This design comes from an exercise in tuning for small area and a short achievable clock period on the open sky130 flow, not from production work. Power is estimated from default activity; no workload was simulated.

// axis_hdr_insert_top
module axis_hdr_insert_top (
	input          clk,
	input          rst_n,
	input          valid_in,
	input  [127:0] data_in,
	input  [15:0]  keep_in,
	input          last_in,
	output         ready_in,
	output         valid_out,
	output [127:0] data_out,
	output [15:0]  keep_out,
	output         last_out,
	input          ready_out,
	input          valid_insert,
	input  [127:0] data_insert,
	input  [15:0]  keep_insert,
	input  [3:0]   byte_insert_cnt,
	output         ready_insert
);
Settings: LEC_CHECK=0, CAP_MARGIN=20, CORE_MARGIN=2, CORE_UTILIZATION=40, CTS_BUF_LIST=sky130_fd_sc_hd__clkbuf_8, SETUP_SLACK_MARGIN=4.3, SLEW_MARGIN=20; clock period 7.0 ns.
standard.sh (not shown) runs the stock make flow with config.mk's settings and CLKGATE_MAP_FILE= SYNTH_SCRIPT=/design/flow/synth_recipe.tcl, a recipe that flattens the netlist after the stock synthesis.
==> flow/flow/run.sh <==
#!/bin/bash
# Standard ORFS layout (the standard.sh), except that the port buffers that
# global placement inserts on every input and output use a plain buffer cell.
set -euo pipefail
bash standard.sh "BUFFER_PORTS_ARGS=-buffer_cell sky130_fd_sc_hd__buf_2" finish > standard.log 2>&1
==> next run, changes <==
--- a/flow/design.v
+++ b/flow/design.v
@@ -65,24 +65,25 @@
 	input 	[DATA_BYTE_WD-1 : 0] 	keep_insert,
 	input	[BYTE_CNT_WD-1 : 0]		byte_insert_cnt,
 	output 							ready_insert
 );
 localparam NB = DATA_BYTE_WD;           
 localparam SW = $clog2(NB + 1);         
 reg				r_busy;          
 reg				r_in_active1;
 reg				r_in_active2;
 reg				r_valid_out;
 reg				r_last_out;
 reg	[2:0]		r_cnt;           
+reg	[NB-2:0]	r_ohdr;          
 reg				r_rot8;          
 reg	[NB-1:0]	r_thdr;          
 reg	[DATA_WD-1:0]		r_data;
 reg	[DATA_WD-1:0]		r_data1;
 reg	[NB-1:0]	r_keep;
 reg	[NB-1:0]	r_keep1;
 reg	[DATA_WD-1:0]		r_data_out;
 reg	[NB-1:0]	r_keep_out;
 wire w_insert_active = valid_insert & ~r_busy;
 wire w_load         = r_busy ? valid_in : valid_insert;
 wire w_in_active    = valid_in & r_busy;
 wire w_hold         = ~w_load;
@@ -241,42 +242,43 @@
 		else if (r_last_out)
 			r_valid_out <= 1'b0;
 		r_last_out <= r_valid_out & (r_cnt == 3'd4);
 	end
 end
 always @(posedge clk) begin
 	if (w_flag)
 		r_cnt <= 3'd0;
 	else
 		r_cnt <= r_cnt + 3'd1;
 	if (w_insert_active) begin
 		r_thdr <= w_srt;
+		r_ohdr <= w_srt[NB-2:0] & ~w_srt[NB-1:1];
 		r_rot8 <= w_srt[7] & ~w_srt[15];
 	end
 	r_data <= ({DATA_WD{w_insert_active}} & data_insert) |
 	          ({DATA_WD{w_in_active}} & data_in) |
 	          ({DATA_WD{w_hold}} & r_data);
 	r_keep <= ({NB{w_insert_active}} & keep_insert) |
 	          ({NB{w_in_active}} & keep_in) |
 	          ({NB{w_hold}} & r_keep);
 	r_data1 <= r_data;
 	r_keep1 <= r_keep;
 end
 wire [NB:1] w_t = r_thdr;        
 wire [3:0]  w_rot;               
 assign w_rot[3] = r_rot8;
-assign w_rot[2] = (w_t[4] & ~w_t[8]) | (w_t[12] & ~w_t[16]);
-assign w_rot[1] = (w_t[2] & ~w_t[4]) | (w_t[6] & ~w_t[8]) | (w_t[10] & ~w_t[12]) | (w_t[14] & ~w_t[16]);
-assign w_rot[0] = (w_t[1] & ~w_t[2]) | (w_t[3] & ~w_t[4]) | (w_t[5] & ~w_t[6]) | (w_t[7] & ~w_t[8]) |
-                  (w_t[9] & ~w_t[10]) | (w_t[11] & ~w_t[12]) | (w_t[13] & ~w_t[14]) | (w_t[15] & ~w_t[16]);
+wire [15:1] w_oh = r_ohdr;       
+assign w_rot[2] = w_oh[4] | w_oh[5] | w_oh[6] | w_oh[7] | w_oh[12] | w_oh[13] | w_oh[14] | w_oh[15];
+assign w_rot[1] = w_oh[2] | w_oh[3] | w_oh[6] | w_oh[7] | w_oh[10] | w_oh[11] | w_oh[14] | w_oh[15];
+assign w_rot[0] = w_oh[1] | w_oh[3] | w_oh[5] | w_oh[7] | w_oh[9] | w_oh[11] | w_oh[13] | w_oh[15];
 reg [DATA_WD-1:0] w_mix, w_r8, w_r4, w_r2, w_shift;
 reg [NB-1:0]      w_kmix, w_k8, w_k4, w_k2, w_kshift;
 integer j;
 always @* begin
 	for (j = 0; j < NB; j = j + 1) begin
 		w_mix[8*j +: 8] = w_t[j+1] ? r_data1[8*j +: 8] : r_data[8*j +: 8];
 		w_kmix[j]       = w_t[j+1] & r_keep1[j];
 	end
 	for (j = 0; j < NB; j = j + 1) begin
 		w_r8[8*j +: 8] = w_rot[3] ? w_mix[8*((j+8)%NB) +: 8] : w_mix[8*j +: 8];
 		w_k8[j]        = w_rot[3] ? w_kmix[(j+8)%NB] : w_kmix[j];
 	end
=> The changed run completed with no timing, DRC or antenna violations; setup slack got worse by 0.10 ns; final cell count grows by 5.2%; combinational power drops by 14%; area after synthesis increases by 1.2%; power goes down by 4.0%.
No functional check of the RTL was part of any run of this note.

[re-timing with driven ports]
How much do the figures lean on ideal ports? The routed layouts below were timed once more, with nothing changed but the port constraints. Step 1 sets driving cells, clkbuf_16 on the clock port and buf_2 on the other inputs (assumed; they add their load-dependent delay and slew). Step 2, shift: input delay + t, output delay - t, t = (earliest + latest rising clock arrival at the registers) / 2. This alone moves slack from input paths to output paths. a / b / c = no drivers / after step 1 / after step 2; a / b = the first two.
run | shift t [ns] | setup slack, ns | worst setup path at the end | cell pins on the clock port's net
the first run | 0.703 | 4.329 / 4.282 / 3.820 | input to register | 1
the second run | 0.708 | 4.228 / 4.240 / 3.533 | input to register | 1
After both steps every run listed still meets setup and hold. For the second run, which loses most, drivers alone change the setup slack by +0.012 ns; drivers and shift together by -0.695 ns.
